This design comes from an exercise in tuning for small area on the open sky130 flow, not from production work.
In this exercise RTL edits were held to simulation tests only and were not proved equivalent to the original.
No driver is modelled on the clock port, so clocking that relies on it looks cheaper here than on a real chip.
Power and IR drop assume default switching activity.

## design/flow/config.mk

```make
export PLATFORM = sky130hd
export DESIGN_NAME = top
export DESIGN_NICKNAME = top
export VERILOG_FILES = /design/flow/design.v
export SDC_FILE = /design/flow/constraint.sdc
export NUM_CORES = 4
export LEC_CHECK = 0
export CAP_MARGIN = 20
export CORE_MARGIN = 2
export CORE_UTILIZATION = 40
export SLEW_MARGIN = 20
```

## design/flow/constraint.sdc

```tcl
create_clock -name core_clock -period 10.0 [get_ports {clk}]
set_input_delay 2.0000 -clock core_clock [delete_from_list [all_inputs] [get_ports {clk}]]
set_output_delay 2.0000 -clock core_clock [all_outputs]
set_load 0.01 [all_outputs]
```

## design/flow/design.v

```verilog
module TwentyFiveMHz(clk, reset, en_nxt);
	input clk, reset;
	output en_nxt;
	reg [1:0] cnt;
	assign en_nxt = &cnt;
	always @(posedge clk or posedge reset)
		if (reset) cnt <= 2'd0;
		else cnt <= cnt + 2'd1;
endmodule
module ClearPending(clk, reset, pend);
	input clk, reset;
	output reg pend;
	always @(posedge clk or posedge reset)
		if (reset) pend <= 1'b1;
		else pend <= 1'b0;
endmodule
module HorizontalCnt(vga_clk, en, clr, HcntValue, VcntEnable);
	input vga_clk, en, clr;
	output reg [9:0] HcntValue;
	output VcntEnable;
	wire wrap = HcntValue[9] & HcntValue[8] & HcntValue[5];
	assign VcntEnable = wrap;
	always @(posedge vga_clk) begin
		if (clr) begin
			HcntValue <= 10'd0;
		end
		else if (en) begin
			HcntValue <= wrap ? 10'd0 : HcntValue + 10'd1;
		end
	end
endmodule
module VerticalCnt(vga_clk, en, clr, VcntEnable, VcntValue);
	input vga_clk, en, clr, VcntEnable;
	output reg [8:0] VcntValue;
	wire wrap = VcntValue[8] & VcntValue[7] & VcntValue[6] & VcntValue[0];
	always @(posedge vga_clk) begin
		if (clr) VcntValue <= 9'd0;
		else if (en & VcntEnable) VcntValue <= wrap ? 9'd0 : VcntValue + 9'd1;
	end
endmodule
module kbd_protocol(clr, clk, en, ps2clk, ps2data, key, strobe);
	input clr, clk, en, ps2clk, ps2data;
	output [7:0] key;
	output reg strobe;
	reg [3:0] st;
	wire fall = st[3];
	always @(posedge clk)
		if (clr) st <= 4'd0;
		else if (en) begin
			case (st)
				4'd0, 4'd1, 4'd2, 4'd3: st <= ps2clk ? st + 4'd1 : 4'd0;
				4'd4:                   st <= ps2clk ? 4'd4 : 4'd5;
				4'd5, 4'd6, 4'd7:       st <= ps2clk ? 4'd1 : st + 4'd1;
				default:                st <= ps2clk ? 4'd1 : 4'd0;
			endcase
		end
	reg [3:0] cnt;       
	reg [8:0] sr;        
	reg par;             
	reg f0;              
	wire last = cnt[3] & cnt[1];                
	wire shift = ~(cnt[3] & (cnt[1] | cnt[0]));  
	assign key = sr[8:1];
	always @(posedge clk)
		if (en & fall) begin
			if (shift) sr <= {ps2data, sr[8:1]};
			par <= (cnt == 4'd0) ? ps2data : par ^ ps2data;
		end
	always @(posedge clk)
		if (clr) begin
			cnt <= 4'd0;
			f0 <= 1'b0;
			strobe <= 1'b0;
		end
		else if (en) begin
			strobe <= 1'b0;
			if (fall) begin
				if (last) begin
					cnt <= 4'd0;
					if (~sr[0] & ps2data & par) begin
						if (f0) begin
							strobe <= 1'b1;
							f0 <= 1'b0;
						end
						else if (sr[8:1] == 8'hF0) f0 <= 1'b1;
					end
				end
				else cnt <= cnt + 4'd1;
			end
		end
endmodule
module vgasync(clr, clk, en, HcntValue, VcntValue, hsync, vsync, r, g, b, key, strobe);
	input clk, en, strobe, clr;
	input [7:0] key;
	input [9:0] HcntValue;
	input [8:0] VcntValue;
	output hsync, vsync;
	output [2:0] r, g, b;
	function ge10(input [9:0] x, input [9:0] k);
		integer i;
		begin
			ge10 = 1'b1;
			for (i = 0; i < 10; i = i + 1)
				ge10 = k[i] ? (x[i] & ge10) : (x[i] | ge10);
		end
	endfunction
	wire [9:0] H = HcntValue;
	wire [8:0] V = VcntValue;
	assign hsync = clr | ~(ge10(H, 10'd16) & ~ge10(H, 10'd111));
	wire h0 = (H == 10'd0);
	assign vsync = ~clr & (V[8:1] == 8'd6) & (V[0] == h0);
	wire v50 = ge10({1'b0, V}, 10'd50);
	wire v250 = ge10({1'b0, V}, 10'd250);
	wire h161 = ge10(H, 10'd161);
	wire h374 = ge10(H, 10'd374);
	wire h587 = ge10(H, 10'd587);
	wire h800 = H[9] & H[8] & H[5];
	wire row1 = ~clr & v50 & ~v250;
	wire row2 = ~clr & v250;
	wire col1 = h161 & ~h374;
	wire col2 = h374 & ~h587;
	wire col3 = h587 & ~h800;
	wire kstb = en & strobe;
	wire [3:0] hi = key[7:4], lo = key[3:0];
	wire h1 = hi == 4'h1, h2 = hi == 4'h2, h3 = hi == 4'h3, h7 = hi == 4'h7;
	wire l6 = lo == 4'h6, le = lo == 4'hE, l5 = lo == 4'h5;
	wire m1 = h1 & l6, m2 = h1 & le, m3 = h2 & l6, m4 = h2 & l5;
	wire m5 = h2 & le, m6 = h3 & l6, m0 = h7 & l6;
	wire zk = m0 | m1 | m2 | m3 | m4 | m5 | m6;
	wire kr = h2 & (lo == 4'hD), kg = h3 & (lo == 4'h4), kb = h3 & (lo == 4'h2);
	reg [2:0] zone;
	reg [1:0] tag;
	wire z0 = (zone == 3'd7);
	always @(posedge clk)
		if (clr) begin
			zone <= 3'd7;
			tag <= 2'd0;
		end
		else if (kstb) begin
			if (zk) zone <= {key[3] ^ key[6], key[4], key[5] ^ key[0]};
			tag <= z0 ? 2'd0 : {kg | kb, kr | kb};
		end
	wire blank = kstb & z0;
	wire [3:1] step = {3{kstb}} & {tag == 2'd3, tag == 2'd2, tag == 2'd1};
	wire [12:0] shown [1:6];    
	function [2:0] wcode(input integer w);
		case (w)
			1: wcode = 3'd2;    
			2: wcode = 3'd6;    
			3: wcode = 3'd1;    
			4: wcode = 3'd0;    
			5: wcode = 3'd5;    
			default: wcode = 3'd3;    
		endcase
	endfunction
	genvar w;
	generate
		for (w = 1; w <= 6; w = w + 1) begin : win
			window wn(.clk(clk), .clr(clr), .we(kstb & (zone == wcode(w))),
			          .blank(blank), .step(step), .shown(shown[w]));
		end
	endgenerate
	function [2:0] level(input [3:0] c);
		reg [2:0] m;
		begin
			case (c[2:0])
				3'b000: m = 3'd0;
				3'b101: m = 3'd1;
				3'b011: m = 3'd2;
				3'b010: m = 3'd3;
				3'b110: m = 3'd4;
				3'b100: m = 3'd5;
				3'b111: m = 3'd6;
				default: m = 3'bxxx;
			endcase
			level = c[3] ? ~m : m;
		end
	endfunction
	wire [11:0] t1 = ({12{col1 & ~shown[1][12]}} & shown[1][11:0]) |
	                 ({12{col2 & ~shown[2][12]}} & shown[2][11:0]) |
	                 ({12{col3 & ~shown[3][12]}} & shown[3][11:0]);
	wire [11:0] t2 = ({12{col1 & ~shown[4][12]}} & shown[4][11:0]) |
	                 ({12{col2 & ~shown[5][12]}} & shown[5][11:0]) |
	                 ({12{col3 & ~shown[6][12]}} & shown[6][11:0]);
	wire [11:0] s = ({12{row1}} & t1) | ({12{row2}} & t2);
	assign r = level(s[3:0]);
	assign g = level(s[7:4]);
	assign b = level(s[11:8]);
endmodule
module window(clk, clr, we, blank, step, shown);
	input clk, clr, we, blank;
	input [3:1] step;
	output [12:0] shown;
	reg [2:0] sr, sg, sb;
	reg dr, dg, db;
	reg blk;
	wire er = we & step[1];
	wire eg = we & step[2];
	wire eb = we & step[3];
	always @(posedge clk)
		if (clr) begin
			{sr, sg, sb, dr, dg, db, blk} <= 13'd0;
		end
		else begin
			if (er) begin
				sr <= {~sr[0], sr[2] ^ sr[1], ~sr[1]};
				dr <= dr ^ (sr[2] & sr[1] & sr[0]);
			end
			if (eg) begin
				sg <= {~sg[0], sg[2] ^ sg[1], ~sg[1]};
				dg <= dg ^ (sg[2] & sg[1] & sg[0]);
			end
			if (eb) begin
				sb <= {~sb[0], sb[2] ^ sb[1], ~sb[1]};
				db <= db ^ (sb[2] & sb[1] & sb[0]);
			end
			if (we) blk <= 1'b0;
			else if (blank) blk <= 1'b1;
		end
	assign shown = {blk, db, sb, dg, sg, dr, sr};
endmodule
module top(reset, clk, ps2clk, ps2data, hsync, vsync, red, green, blue);
	input reset, clk;
	input ps2clk, ps2data;
	output hsync, vsync;
	output [2:0] red, green, blue;
	wire tick;
	wire [9:0] Hcount;
	wire [8:0] Vcount;
	wire Venable;
	wire kstrobe;
	wire [7:0] key;
	wire pend;
	TwentyFiveMHz cl25(clk, reset, tick);
	ClearPending clr(clk, reset, pend);
	HorizontalCnt hcnt(clk, tick, pend, Hcount, Venable);
	VerticalCnt vcnt(clk, tick, pend, Venable, Vcount);
	kbd_protocol kbdp(pend, clk, tick, ps2clk, ps2data, key, kstrobe);
	vgasync vga(pend, clk, tick, Hcount, Vcount, hsync, vsync, red, green, blue, key, kstrobe);
endmodule
```

## design/flow/flow/run.sh

```bash
#!/bin/bash
# Own layout flow: the standard synthesis, then its combinational logic
# re-mapped by ABC for area (flip-flops kept as they are, flow/remap.tcl),
# then the standard layout steps with the clock tree built from clkbuf_4
# without dummy loads and the port buffers swapped to the smallest buffer
# (flow/portbuf.tcl). Each tool's output goes to a flow_*.log here.
set -euo pipefail
W=$(pwd)
R=$W/orfs/results/$FLOW_PLATFORM/top/base
CTS="-sink_clustering_enable -repair_clock_nets -dont_use_dummy_load -buf_list sky130_fd_sc_hd__clkbuf_4"

bash standard.sh synth > $W/flow_synth.log 2>&1
cp $R/1_2_yosys.v $R/1_2_yosys_std.v
LIB=$FLOW_HOME/platforms/$FLOW_PLATFORM/lib/sky130_fd_sc_hd__tt_025C_1v80.lib \
IN=$R/1_2_yosys_std.v OUT=$R/1_2_yosys.v TOP=$FLOW_TOP \
  yosys -c $W/flow/remap.tcl > $W/flow_remap.log 2>&1
rm -f $R/1_synth.odb $R/1_synth.sdc
bash standard.sh "CTS_ARGS=$CTS" "PRE_CTS_TCL=$W/flow/portbuf.tcl" finish > $W/flow_finish.log 2>&1
```

## design/flow/flow/portbuf.tcl

```tcl
# Run before CTS: the port buffers that placement inserted become the
# smallest buffer (every port keeps its buffer).
foreach inst [[ord::get_db_block] getInsts] {
  if {[[$inst getMaster] getName] eq "sky130_fd_sc_hd__clkdlybuf4s50_1"} {
    replace_cell [$inst getName] sky130_fd_sc_hd__buf_1
  }
}
```

## design/flow/flow/remap.tcl

```tcl
# Re-map the combinational logic of the standard synthesis netlist for area.
# Flip-flop cells stay black boxes, so every register keeps its name and cell.
yosys read_liberty -ignore_miss_func $::env(LIB)
yosys blackbox sky130_fd_sc_hd__df* sky130_fd_sc_hd__edf* sky130_fd_sc_hd__sdf* sky130_fd_sc_hd__dl*
yosys read_verilog $::env(IN)
yosys hierarchy -top $::env(TOP)
yosys flatten
yosys opt -purge
set dont_use {}
foreach c {probe_p_8 probec_p_8 lpflow_bleeder_1 lpflow_clkbufkapwr_1 lpflow_clkbufkapwr_16
  lpflow_clkbufkapwr_2 lpflow_clkbufkapwr_4 lpflow_clkbufkapwr_8 lpflow_clkinvkapwr_1
  lpflow_clkinvkapwr_16 lpflow_clkinvkapwr_2 lpflow_clkinvkapwr_4 lpflow_clkinvkapwr_8
  lpflow_decapkapwr_12 lpflow_decapkapwr_3 lpflow_decapkapwr_4 lpflow_decapkapwr_6
  lpflow_decapkapwr_8 lpflow_inputiso0n_1 lpflow_inputiso0p_1 lpflow_inputiso1n_1
  lpflow_inputiso1p_1 lpflow_inputisolatch_1 lpflow_isobufsrc_1 lpflow_isobufsrc_16
  lpflow_isobufsrc_2 lpflow_isobufsrc_4 lpflow_isobufsrc_8 lpflow_isobufsrckapwr_16
  lpflow_lsbuf_lh_hl_isowell_tap_1 lpflow_lsbuf_lh_hl_isowell_tap_2
  lpflow_lsbuf_lh_hl_isowell_tap_4 lpflow_lsbuf_lh_isowell_4 lpflow_lsbuf_lh_isowell_tap_1
  lpflow_lsbuf_lh_isowell_tap_2 lpflow_lsbuf_lh_isowell_tap_4} {
  lappend dont_use -dont_use sky130_fd_sc_hd__$c
}
yosys abc -liberty $::env(LIB) {*}$dont_use -script "+&get -n; &st; &syn3; &dc2; &dch -f; &nf -R 3000 -p -C 32; &put"
yosys splitnets
yosys opt_clean -purge
# constants from tie cells and pass-through wires buffered, as the standard synthesis does
yosys hilomap -singleton -hicell sky130_fd_sc_hd__conb_1 HI -locell sky130_fd_sc_hd__conb_1 LO
yosys insbuf -buf sky130_fd_sc_hd__buf_4 A X
yosys blackbox =sky130_fd_sc_hd__*
yosys stat -liberty $::env(LIB)
yosys write_verilog -noattr -nohex -nodec $::env(OUT)
```

## design/flow/standard.sh

```bash
#!/bin/bash
# synth_recipe.tcl (not shown) runs the flow's synth.tcl, then flattens the netlist and writes it again
# the make line also repeats each setting of config.mk as NAME=value (left out here)
make -C /OpenROAD-flow-scripts/flow DESIGN_CONFIG=/design/flow/config.mk WORK_HOME=/design/flow/orfs CLKGATE_MAP_FILE= SYNTH_SCRIPT=/design/flow/synth_recipe.tcl "${@:-finish}"
```

==> run notes <==
result of the run=no timing/DRC/antenna violations; minimum clock period after layout=5870 ps; crit start category=register; RSZ-0062 raised after global routing=false; share of the cycle needed by the critical path after routing=58.7%; Slew HR=36.0%; syn_area_per_cell=8.81 um^2; maxcap violations=0; Flop pwr share=67.7%; proportion of layout cells with a drive suffix above 1=3.43%; most common cell after layout, fill and taps aside=dfxtp_1; CTS Sinks=125; WS Path Type=register to output port; highest metal used=met4; type of the worst min-delay path=register to register; Row Count=42; leakage power=0.00188 uW; number of buffers created by CTS=17; power spent charging and discharging nets=164 uW; number of cells produced by synthesis=607; critical path arrival=3870 ps; vias per inst=5.69; Overall Power=748 uW; Floorplan Core Area=13100 um^2; hold buffers post-CTS=0; global-route wire length before repair=20700 um; startpoint of the lowest-slack register-to-register path=cl25.cnt[0]$_DFF_PP0_; vias in the first global route=4313; cell area reported after detailed placement=5730 um^2; total half-perimeter wirelength after legalization and detailed placement=8270 um; switching share of power=21.9%; DRT Pass-1 Iters=6; weighted congestion at the end of routability-driven global placement=0.772; metal1 wirelength=5770 um; count of nets after finishing=647; die width=120 um; commonest cells after routing, fill and taps aside=dfxtp_1 (112), nor2_1 (96), a21oi_1 (71); Final setup viols=0; launching instance or port of the critical path=clr.pend$_DFF_PP1_; Post-Route Setup TNS=0 ps; Worst Setup End Kind=output port; number of antenna violations at the first check in global routing=1; clock transition at the register clock pins on the worst setup and hold paths after CTS=100 ps; vertical extent of the die=120 um; Comb pwr share=1.5%; maximum number of pins on one net before global-route repair=75; Post-route DRC=0; DR vias=4656; Power Density=130 nW/um^2; insertion delay to the later sink of the worst-skew pair=510 ps; final hold violations=0; detailed-route wire length per cell=14.6 um; worst-case clock skew=22.9 ps; effective utilization at floorplan=40.7%; count of final max-slew check failures=0; fmax=0.170 GHz; area delta synth->final=8.05%; length of routed met3 wiring=547 um; synthesized cell area=5350 um^2; post-place setup slack=4260 ps; Routed Wire Length=11900 um; number of filler cells placed in the layout=1334; Detailed Route Iter0 Violations=488; clock network fraction of total power=30.9%; Layout Cell Area excl Fill=5780 um^2; IO buf count=14; Antenna Nets Post-Route=0; WL met2=5480 um; Remaining Overflow, GRT=0; IR drop worst, VDD=0.0000822 V; Seq. cell area=2620 um^2; combined global-route utilization of all metal layers=18.0%; clock tree from TritonCTS=yes; post-cts gate resize count=0; multi-input gate area in the final layout=2710 um^2; Final Worst Setup Slack=4130 ps; Worst Max-Slew Pin Slew=956 ps; critical hold path startpoint=kbdp.f0$_SDFFE_PP0P_; total internal power=584 uW; Yosys Warn Count=7; data required time of the worst path=8000 ps; largest fanout on the critical path=74; Synthesized Nets=611; Top-Level Pins=15; overall die area=14300 um^2; number of buffers added for setup after CTS=0
[power groups by stage]
stage | clock [uW] | combinational, uW | sequential (uW)
2_1_floorplan | 0 | 4.56 | 520
3_5_place_dp | 0 | 11.6 | 518
6_report | 231 | 10.8 | 506
5_1_grt | 263 | 12.3 | 507
4_1_cts | 241 | 10.9 | 506
3_3_place_gp | 0 | 11.4 | 518
[flip-flops by register name, indices dropped and copies added, names as in the netlist]
| signal | count |
|---|---|
| vga.win.wn.dg | 6 |
| kbdp.strobe | 1 |
| vga.tag | 2 |
| kbdp.f0 | 1 |
| vga.win.wn.dr | 6 |
| vga.win.wn.db | 6 |
| kbdp.st | 4 |
| cl25.cnt | 2 |
| vga.win.wn.blk | 6 |
| kbdp.par | 1 |
| vcnt.VcntValue | 9 |
| vga.win.wn.sr | 18 |
| vga.win.wn.sb | 18 |
| kbdp.sr | 9 |
| vga.zone | 3 |
| kbdp.cnt | 4 |
| hcnt.HcntValue | 10 |
| clr.pend | 1 |
| vga.win.wn.sg | 18 |
[final cells by class]
class | instances | share of cell area (%)
Tap cell | 176 | 3.81
Sequential cell | 125 | 45.3
Multi-Input combinational cell | 476 | 46.9
Antenna cell | 1 | 0.0433
Inverter | 6 | 0.390
Clock buffer | 17 | 2.21
Timing Repair Buffer | 17 | 1.30
[per-layer routing]
layer  up-vias  global-route usage, %
met3        14                   4.94
met1      2176                   23.9
li1       2383                      -
met4         0                   6.03
met5         -                      0
met2        83                   28.2
[worst max-delay path, cell delays in order, from the launching register on]
cell      delay [ps]
dfstp_2          840
buf_4            680
o21bai_1         290
nor3_1           210
buf_4            210
a222oi_1         350
o21a_1           190
nand2b_1          60
a21o_1           180
xor2_1           120
buf_1            180
[path summary, 6_finish.rpt]
| check | slack [ps] | depth (start not counted) | end |
|---|---|---|---|
| max reg2reg | 7670 | 6 | vga.win[2].wn.dg$_SDFFE_PP0P_ |
| max in group asynchronous | 8490 | 2 | clr.pend$_DFF_PP1_ |
| min in group asynchronous | 1310 | 2 | cl25.cnt[0]$_DFF_PP0_ |
| max | 4130 | 10 | green[0] |
| min reg2reg | 480 | 1 | kbdp.f0$_SDFFE_PP0P_ |
| min | 480 | 1 | kbdp.f0$_SDFFE_PP0P_ |
[stage by stage]
stage | std cells | util, % | hold WS [ps]
2_1_floorplan | 607 | - | 437
3_3_place_gp | 800 | 43.6 | 448
3_5_place_dp | 800 | 43.6 | 459
4_1_cts | 817 | 43.9 | 477
5_1_grt | 818 | 44.0 | 498
6_report | 818 | 44.0 | 476

==> static timing again, ports no longer ideal <==
Ports are ideal in the flow. The routed layout listed here was re-timed in OpenROAD. Step 1: set_driving_cell puts a clkbuf_16 on clk and a buf_2 on each other input, an assumption about the parent block. Step 2, shift: input delay + t, output delay - t, t = (earliest + latest rising clock arrival at the registers) / 2. This alone moves slack from input paths to output paths. Three values: no drivers, after step 1, after step 2; two values: the first two.
t (ns): 0.534
setup WS [ns]: 4.132 / 4.098 / 4.633
hold slack, ns: 0.476 / 0.476 / 0.476
worst slew at a driven data input, ns: 0.03
cell pins on the clock port's net: 1
After both steps setup and hold are still met in this run. For this run, drivers alone change the setup slack by -0.034 ns; drivers and shift together by +0.501 ns.
